Context: an optimization exercise on an open-source flow, tuned for small area and a short achievable clock period. The choices shown serve that exercise and are no tape-out recipe. RTL that was checked went through simulation tests only; none was proved equivalent to the original. Power is estimated from default activity; no workload was simulated.

Setup of lane 5:
Design sorter, start of the top module:
module sorter#
(
	parameter WIDTH = 16
)
(
	input clk,
	input rst,
	input [WIDTH-1:0] d1,
	input [WIDTH-1:0] d2,
	input [WIDTH-1:0] d3,
	input [WIDTH-1:0] d4,
	input start,
	input [1:0]M,
	output reg done,
	output [4*WIDTH-1:0]y
);
export LEC_CHECK = 0
export CAP_MARGIN = 20
export CORE_MARGIN = 2
export CORE_UTILIZATION = 30
export SETUP_SLACK_MARGIN = 5
export SLEW_MARGIN = 20
create_clock -name core_clock -period 10.0 [get_ports {clk}]
run.sh (not shown) runs the stock make flow with config.mk's settings and CLKGATE_MAP_FILE= SYNTH_SCRIPT=/design/flow/synth_recipe.tcl, a recipe that flattens the netlist after the stock synthesis.
[inputs] lane 3 vs lane 5
==> flow/flow/run.sh (new file) <==
#!/bin/bash
# Standard ORFS layout, with two changes: port buffers use the small
# buf_1 cell (repair resizes them where timing needs it), and timing repair
# aims for extra setup slack.
set -euo pipefail
MARGIN=$(cat flow/margin.txt)
bash standard.sh \
	"BUFFER_PORTS_ARGS=-buffer_cell sky130_fd_sc_hd__buf_1" \
	"SETUP_SLACK_MARGIN=$MARGIN" \
	finish > standard.log 2>&1
==> flow/flow/margin.txt (new file) <==
6
==> flow/standard.sh (new file) <==
#!/bin/bash
# synth_recipe.tcl (not shown) runs the flow's synth.tcl, then flattens the netlist and writes it again
# the make line also repeats each setting of config.mk as NAME=value (left out here)
make -C /OpenROAD-flow-scripts/flow DESIGN_CONFIG=/design/flow/config.mk WORK_HOME=/design/flow/orfs CLKGATE_MAP_FILE= SYNTH_SCRIPT=/design/flow/synth_recipe.tcl "${@:-finish}"
--- a/flow/config.mk
+++ b/flow/config.mk
@@ -10,3 +10,2 @@
 export CORE_UTILIZATION = 30
-export SETUP_SLACK_MARGIN = 5
 export SLEW_MARGIN = 20
removed: flow/run.sh
--- outcome ---
Reported for lane 5 and lane 3, floorplan core area turned out identical to the last digit. | non-filler instance count after layout | lane 5 vs lane 3 | ≈ equal |. When the final numbers for lane 5 and lane 3 were put side by side, the sequential share of power turned out to be greater in lane 3. Every stage of the flow completed for lane 3, and the final layout passed the timing, design-rule and antenna checks.
Function was not checked in any run of this note: the RTL went through the layout flow alone.

== v6 ==
Another version of the RTL of sorter (not shown whole).
Size: about 1600 cells after synthesis, about 130 flip-flops, about 130 I/O pins, roughly 12000 sq um of cells after synthesis.
## sorter
module sorter#
(
	parameter WIDTH = 16
)
(
	input clk,
	input rst,
	input [WIDTH-1:0] d1,
	input [WIDTH-1:0] d2,
	input [WIDTH-1:0] d3,
	input [WIDTH-1:0] d4,
	input start,
	input [1:0]M,
	output reg done,
	output [4*WIDTH-1:0]y
);
reg [1:0] cnt;       
reg v_r;             
reg first_r;         
reg last_r;          
wire first = ~M[0] | (cnt == 2'd0);
wire last  = ~M[0] | (cnt == 2'd3);
always@(posedge clk, negedge rst)
	begin
		if(!rst)
			begin
				cnt <= 0;
				v_r <= 0;
				first_r <= 0;
				last_r <= 0;
				done <= 0;
			end
		else
			begin
				if(start && M[0])
					cnt <= cnt + 1'b1;
				v_r <= start;
				first_r <= start & first;
				last_r <= start & last;
				done <= last_r;
			end
	end
reg [WIDTH-1:0] g [0:3];
always@(posedge clk)
	begin
		g[0] <= d1;
		g[1] <= d2;
		g[2] <= d3;
		g[3] <= d4;
	end
reg [WIDTH-1:0] s [0:3];
assign y = {s[3], s[2], s[1], s[0]};
reg c [0:3][0:3];
reg bf [0:3][0:3];
reg ps [0:3][0:4];    
reg qg [0:3][0:3];    
reg zs [0:3][0:3];    
reg [1:0] n1;
reg [2:0] n2;
reg sel;
reg [WIDTH-1:0] nxt [0:3];
integer i, j, k, m, p;
function le;
	input [WIDTH-1:0] a;
	input [WIDTH-1:0] b;
	reg [WIDTH-1:0] gg, pp;
	integer w, x;
	begin
		gg = b & ~a;
		pp = b | ~a;
		for(w = WIDTH; w > 1; w = w / 2)
			for(x = 0; x < w / 2; x = x + 1)
				begin
					gg[x] = gg[2*x+1] | (pp[2*x+1] & gg[2*x]);
					pp[x] = pp[2*x+1] & pp[2*x];
				end
		le = gg[0] | pp[0];
	end
endfunction
always@(*)
	begin
		for(j = 0; j < 4; j = j + 1)
			for(k = 0; k < 4; k = k + 1)
				c[j][k] = ~v_r | (~first_r & le(s[k], g[j]));
		for(i = 0; i < 4; i = i + 1)
			for(j = 0; j < 4; j = j + 1)
				if(i < j)
					bf[i][j] = le(g[i], g[j]);
				else if(i > j)
					bf[i][j] = ~le(g[j], g[i]);
				else
					bf[i][j] = 1'b0;
		for(j = 0; j < 4; j = j + 1)
			begin
				ps[j][0] = ~c[j][0];
				for(m = 1; m < 4; m = m + 1)
					ps[j][m] = c[j][m-1] & ~c[j][m];
				ps[j][4] = c[j][3];
				n1 = 0;
				n2 = 0;
				for(i = 0; i < 4; i = i + 1)
					if(i != j)
						n2 = n2 + bf[i][j];
				for(m = 0; m < 4; m = m + 1)
					qg[j][m] = (n2 == m);
			end
		for(k = 0; k < 4; k = k + 1)
			begin
				n2 = !c[0][k] + !c[1][k] + !c[2][k] + !c[3][k];
				for(m = 0; m < 4; m = m + 1)
					zs[k][m] = (n2 == m);
			end
		for(p = 0; p < 4; p = p + 1)
  ...
clock: 10.0 ns
lec_check: 0
cap_margin: 20
core_margin: 2
core_utilization: 30
slew_margin: 20
Stock flow here: none of the scripts above is used.
Per the final summary, v6 finished and its layout is clean on timing, DRC and antenna.
--- input diff v6..v7 ---
- putting SETUP_SLACK_MARGIN at 5 where nothing was set
Compared with v6, v7 shows sequential cell fraction of total power lower by 0.7 points. In v7, the final net count came out 29 above the value in v6. Taking v6 as the reference, in v7 DRC violations left about even; area overhead of the layout relative to synthesis rose 6.2 points. Per the comparison of v7 with v6, total power saw an increase, routed wire length went up 0.47%. Total global-route track usage (lower): v6. Lower cell-internal power among v7 and v6: v6. The area taken by multi-input logic gates of v7 is higher than that of v6.
No functional check of the RTL was part of any run of this note.

sorter, a different RTL version from the one above (not shown whole).
Size in the first run: roughly 1,200 cells after synthesis, roughly 150 flip-flops, about 130 I/O pins.
## sorter
module sorter#
(
	parameter WIDTH = 16
)
(
	input clk,
	input rst,
	input [WIDTH-1:0] d1,
	input [WIDTH-1:0] d2,
	input [WIDTH-1:0] d3,
	input [WIDTH-1:0] d4,
	input start,
	input [1:0]M,
	output reg done,
	output [4*WIDTH-1:0]y
);
Settings: LEC_CHECK=0, CAP_MARGIN=20, CORE_MARGIN=2, CORE_UTILIZATION=30, CTS_BUF_LIST=sky130_fd_sc_hd__clkbuf_8, SETUP_SLACK_MARGIN=5, SLEW_MARGIN=20, SYNTH_HIERARCHICAL=1, SYNTH_MINIMUM_KEEP_SIZE=0; clock period 10.0 ns.
The baseline completed with no timing, DRC or antenna violations.
Edit:
==> flow/flow/run.sh (new file) <==
#!/bin/bash
# Standard ORFS layout, with two changes: port buffers use the small
# buf_1 cell (repair resizes them where timing needs it), and timing repair
# aims for extra setup slack.
set -euo pipefail
MARGIN=$(cat flow/margin.txt)
bash standard.sh \
	"BUFFER_PORTS_ARGS=-buffer_cell sky130_fd_sc_hd__buf_1" \
	"SETUP_SLACK_MARGIN=$MARGIN" \
	finish > standard.log 2>&1
==> flow/flow/margin.txt (new file) <==
6.5
==> flow/standard.sh (new file) <==
#!/bin/bash
# synth_recipe.tcl (not shown) runs the flow's synth.tcl, then flattens the netlist and writes it again
# the make line also repeats each setting of config.mk as NAME=value (left out here)
make -C /OpenROAD-flow-scripts/flow DESIGN_CONFIG=/design/flow/config.mk WORK_HOME=/design/flow/orfs CLKGATE_MAP_FILE= SYNTH_SCRIPT=/design/flow/synth_recipe.tcl "${@:-finish}"
--- a/flow/config.mk
+++ b/flow/config.mk
@@ -7,8 +7,7 @@
 export LEC_CHECK = 0
 export CAP_MARGIN = 20
+export CELL_PAD_IN_SITES_DETAIL_PLACEMENT = 1
 export CORE_MARGIN = 2
 export CORE_UTILIZATION = 30
-export CTS_BUF_LIST = sky130_fd_sc_hd__clkbuf_8
-export SETUP_SLACK_MARGIN = 5
 export SLEW_MARGIN = 20
 export SYNTH_HIERARCHICAL = 1
removed: flow/run.sh
What happened: Final area rises by 0.90%. Die area is unchanged. Worst hold slack hardly moves. Synthesized cell count does not change. Sequential power barely changes. Clock skew shrinks by 12 ps. Register-to-register slack improves by 700 ps. Clock-buffer cell count stays the same. Utilization climbs by 0.33 points. Total power grows by 4.8%.

==> re-timing with driven ports <==
The results above use ideal ports. As a check the final layouts listed here were re-extracted and re-timed, cells and wires unchanged. Step 1 sets driving cells, clkbuf_16 on the clock port and buf_2 on the other inputs (assumed; they add their load-dependent delay and slew). Step 2 adds t to the input delays and takes it off the output delays; t is the mean of the earliest and latest rising clock arrival at the registers after step 1. Input paths then give back, and output paths get back, about the clock's delay inside the block. Three values: ideal, step 1, step 2; two values: the first two.
run | t (ns) | setup slack, ns | worst register clock-pin slew, ns | cell pins on the clock port's net
lane 5 | 0.474 | 4.832 / 4.832 / 4.359 | 0.08 / 0.08 | 1
lane 3 | 0.469 | 4.818 / 4.820 / 4.351 | 0.07 / 0.07 | 1
v6 | 0.520 | 3.606 / 3.606 / 3.606 | 0.07 / 0.07 | 1
v7 | 0.522 | 5.003 / 5.003 / 5.003 | 0.08 / 0.08 | 1
the first run of note 3 | 0.505 | 5.850 / 5.850 / 5.514 | 0.10 / 0.10 | 1
the second run of note 3 | 0.477 | 6.501 / 6.524 / 6.053 | 0.07 / 0.07 | 1
After both steps every run listed still meets setup and hold. The setup slack of lane 5, which loses most, moves by 0.000 ns with the drivers and by -0.473 ns with both steps.
